Background: an optimization exercise with open tools, aiming at small area and a short achievable clock period. Do not read the settings as production practice. The RTL was checked by simulation tests, not by an equivalence proof against the original design. The clock port is modelled as an ideal driver, which makes a skipped or thinned clock tree look cheaper than it is; a real chip needs a root buffer or a tree. Power is estimated from default activity; no workload was simulated.

## build 74
Design fifo_sync, start of the top module:
module fifo_sync(clk,rst,wen,ren,data_in,data_out,full,empty);
  input clk;
  input rst;
  input wen;
  input ren;
  input [31 : 0] data_in;
  output reg [31 : 0] data_out;
  output reg full, empty;
  reg [31:0] mem [7:0];
  reg [7:0] wsel;    
  reg [7:0] rsel;    
  reg [7:1] cnt;     
  reg nfull;         
  reg nempty;        
  integer i;
  always @(posedge clk)
    for (i = 0; i < 8; i = i + 1)
      if (wsel[i])
        mem[i] <= data_in;
  reg [31:0] head;
  always @* begin
    head = 32'd0;
    for (i = 0; i < 8; i = i + 1)
      head = head | ({32{rsel[i]}} & mem[i]);
  end
  wire take = ~rst & ren & nempty;
  wire hold = ~rst & (~ren | ~nempty);
  always @(posedge clk)
    data_out <= ({32{take}} & head) | ({32{hold}} & data_out);
  wire [8:0] c = {~nfull, cnt, ~nempty};
  wire inc  = wen & ~ren;         
  wire dec  = ren & ~wen;         
  wire same = ~(wen ^ ren);       
  reg [8:0] c_n;
  always @* begin
    c_n[0] = (c[1] & dec) | (c[0] & ~wen);
    for (i = 1; i < 8; i = i + 1)
      c_n[i] = (c[i-1] & (i == 1 ? wen : inc)) |
               (c[i+1] & (i == 7 ? ren : dec)) |
               (c[i] & same);
    c_n[8] = (c[7] & inc) | (c[8] & ~ren);
  end
  wire [7:0] wprev = {wsel[6:0], wsel[7]};
  wire [7:0] rnext = {rsel[6:0], rsel[7]};
  wire [7:0] wsel_n = ({8{wen & ~(c[7] & ~ren)}} & wprev) |
                      ({8{~wen}} & wsel) |
                      ({8{c[8] & ren}} & rsel);
  always @(posedge clk) begin
    if (rst) begin
      wsel   <= 8'd1;
      rsel   <= 8'd1;
      cnt    <= 7'd0;
      full   <= 1'b0;
      empty  <= 1'b1;
      nfull  <= 1'b1;
      nempty <= 1'b0;
    end else begin
      wsel   <= wsel_n;
      if (ren & nempty) rsel <= rnext;
  ...
Size in the first run: roughly 630 cells after synthesis, ~320 flip-flops, about 11000 µm² of cells after synthesis.
export LEC_CHECK = 0
export CAP_MARGIN = 20
export CORE_MARGIN = 2
export CORE_UTILIZATION = 65
export SETUP_SLACK_MARGIN = 0.75
export SLEW_MARGIN = 20
export TNS_END_PERCENT = 5
create_clock -name core_clock -period 2.0 [get_ports {clk}]
standard.sh (not shown) runs the stock make flow with config.mk's settings and CLKGATE_MAP_FILE= SYNTH_SCRIPT=/design/flow/synth_recipe.tcl, a recipe that flattens the netlist after the stock synthesis.
==> flow/flow/run.sh <==
#!/bin/bash
# The standard layout, with three changes:
#  - port buffers become plain buffers after global placement (iobuf.tcl);
#  - CTS without dummy loads, in clusters of at most 34 sinks;
#  - after CTS the clock port drives four branch buffers directly instead of
#    a root buffer and two branch buffers (post_cts.tcl, retree.tcl).
set -uo pipefail
here=$(pwd)
bash standard.sh finish \
  POST_GLOBAL_PLACE_TCL="$here/flow/iobuf.tcl" \
  POST_CTS_TCL="$here/flow/post_cts.tcl" \
  CTS_ARGS="-sink_clustering_enable -repair_clock_nets -sink_clustering_size 34 -sink_clustering_max_diameter 90 -dont_use_dummy_load" \
  > "$here/standard.log" 2>&1
==> flow/flow/post_cts.tcl <==
# After CTS: rebuild the top of the clock tree (retree.tcl), legalize, and
# repair timing again with the new clock arrival times.
source [file join [file dirname [info script]] retree.tcl]
detailed_placement
estimate_parasitics -placement
repair_timing -setup_margin $::env(SETUP_SLACK_MARGIN) -hold_margin $::env(HOLD_SLACK_MARGIN) -repair_tns $::env(TNS_END_PERCENT) -verbose
detailed_placement
check_placement -verbose
estimate_parasitics -placement
report_clock_latency -clock core_clock
Other scripts of this flow, unchanged in this note and not shown: flow/flow/iobuf.tcl, flow/flow/retree.tcl
Build 74 did not stop at any stage, and its layout met the timing, design-rule and antenna checks.
For build 84, these inputs were changed with respect to build 74:
==> flow/flow/run.sh <==
#!/bin/bash
# The standard layout, with three changes:
#  - port buffers become plain buffers after global placement (iobuf.tcl);
#  - CTS without dummy loads, in clusters of at most 28 sinks;
#  - after CTS the clock port drives four branch buffers directly instead of
#    a root buffer and two branch buffers (post_cts.tcl, retree.tcl).
set -uo pipefail
here=$(pwd)
bash standard.sh finish \
  POST_GLOBAL_PLACE_TCL="$here/flow/iobuf.tcl" \
  POST_CTS_TCL="$here/flow/post_cts.tcl" \
  CTS_ARGS="-sink_clustering_enable -repair_clock_nets -sink_clustering_size 28 -sink_clustering_max_diameter 80 -dont_use_dummy_load" \
  > "$here/standard.log" 2>&1
--- a/flow/config.mk
+++ b/flow/config.mk
@@ -9,5 +9,5 @@
 export CORE_MARGIN = 2
 export CORE_UTILIZATION = 65
-export SETUP_SLACK_MARGIN = 0.75
+export SETUP_SLACK_MARGIN = 0.8
 export SLEW_MARGIN = 20
 export TNS_END_PERCENT = 5
### Flow results
Build 84 — worst hold margin 0.011 ns higher, build 74 as reference
Build 84 | stages: all done | timing, DRC, antenna: all pass
Floorplan die area: build 84 vs build 74 identical
Against build 74, design internal power in build 84 came out worse.
Build 74 -> build 84: synthesized cell count delta 0, exact match
Delta (build 84 minus build 74): part of the power in the clock network higher; endpoint arrival time on the critical path went up; sequential power held; total power consumption of the routed design went up; final critical-path setup slack rose by 0.037 ns.
Taking build 74 as the reference, in build 84 final critical-path share of the clock period went down 1.8 points; minimum clock period after layout went down 0.037 ns.
Edits applied to the flow inputs when going from build 84 to build 13:
--- a/flow/config.mk
+++ b/flow/config.mk
@@ -9,5 +9,5 @@
 export CORE_MARGIN = 2
 export CORE_UTILIZATION = 65
-export SETUP_SLACK_MARGIN = 0.8
+export SETUP_SLACK_MARGIN = 0.85
 export SLEW_MARGIN = 20
 export TNS_END_PERCENT = 5
[summary]
From build 84 to build 13 the numbers moved as follows: largest net degree at the start of global routing fell by 1; sequential share of the synthesized area stayed essentially flat; global-route usage rose by 0.79 points; worst setup margin fell by 0.030 ns.
Going from build 84 to build 13, the detailed-routed wire length on met2 was found to have gone up by 250 µm.
Build 13 vs. build 84: number of max-cap violations held steady, hold slack now sits lower.
The following lists how build 85 was set up differently from build 13:
==> flow/flow/run.sh <==
#!/bin/bash
# The standard layout, with three changes:
#  - port buffers become plain buffers after global placement (iobuf.tcl);
#  - CTS without dummy loads, in clusters of at most 20 sinks;
#  - after CTS the clock port drives four branch buffers directly instead of
#    a root buffer and two branch buffers (post_cts.tcl, retree.tcl).
set -uo pipefail
here=$(pwd)
bash standard.sh finish \
  POST_GLOBAL_PLACE_TCL="$here/flow/iobuf.tcl" \
  POST_CTS_TCL="$here/flow/post_cts.tcl" \
  CTS_ARGS="-sink_clustering_enable -repair_clock_nets -sink_clustering_size 20 -sink_clustering_max_diameter 60 -dont_use_dummy_load" \
  > "$here/standard.log" 2>&1
--- a/flow/config.mk
+++ b/flow/config.mk
@@ -9,5 +9,5 @@
 export CORE_MARGIN = 2
 export CORE_UTILIZATION = 65
-export SETUP_SLACK_MARGIN = 0.85
+export SETUP_SLACK_MARGIN = 0.7
 export SLEW_MARGIN = 20
 export TNS_END_PERCENT = 5
### Flow results
Build 13 leaves more setup margin than build 85.
Fmax | build 85 vs build 13 | build 85 slower
In the metrics for build 85 and build 13, the one carrying the higher placement-stage cell area is build 13.
In summary, build 85 completed successfully, with a layout that passed the timing, design-rule and antenna checks.
Total buffers and inverters traversed by the critical path: build 85 vs build 13 identical

static timing again, ports no longer ideal:
No port has a modelled driver above. Below, the same layouts with a new extraction and two added sets of constraints.
Step 1: set_driving_cell puts a clkbuf_16 on clk and a buf_2 on each other input, an assumption about the parent block.
Step 2, shift: input delay + t, output delay - t, t = (earliest + latest rising clock arrival at the registers) / 2. This alone moves slack from input paths to output paths.
Slacks: no drivers / after step 1 / after step 2; pairs: no drivers / after step 1.
run	shift t [ns]	setup slack, ns	worst data-port slew with drivers (ns)
build 74	0.379	0.732 / 0.696 / 0.465	0.08
build 84	0.381	0.769 / 0.713 / 0.561	0.06
build 13	0.381	0.740 / 0.705 / 0.488	0.06
build 85	0.391	0.707 / 0.707 / 0.455	0.08
After both steps setup and hold are still met in every run listed. The setup slack of build 74, which loses most, moves by -0.036 ns with the drivers and by -0.267 ns with both steps.
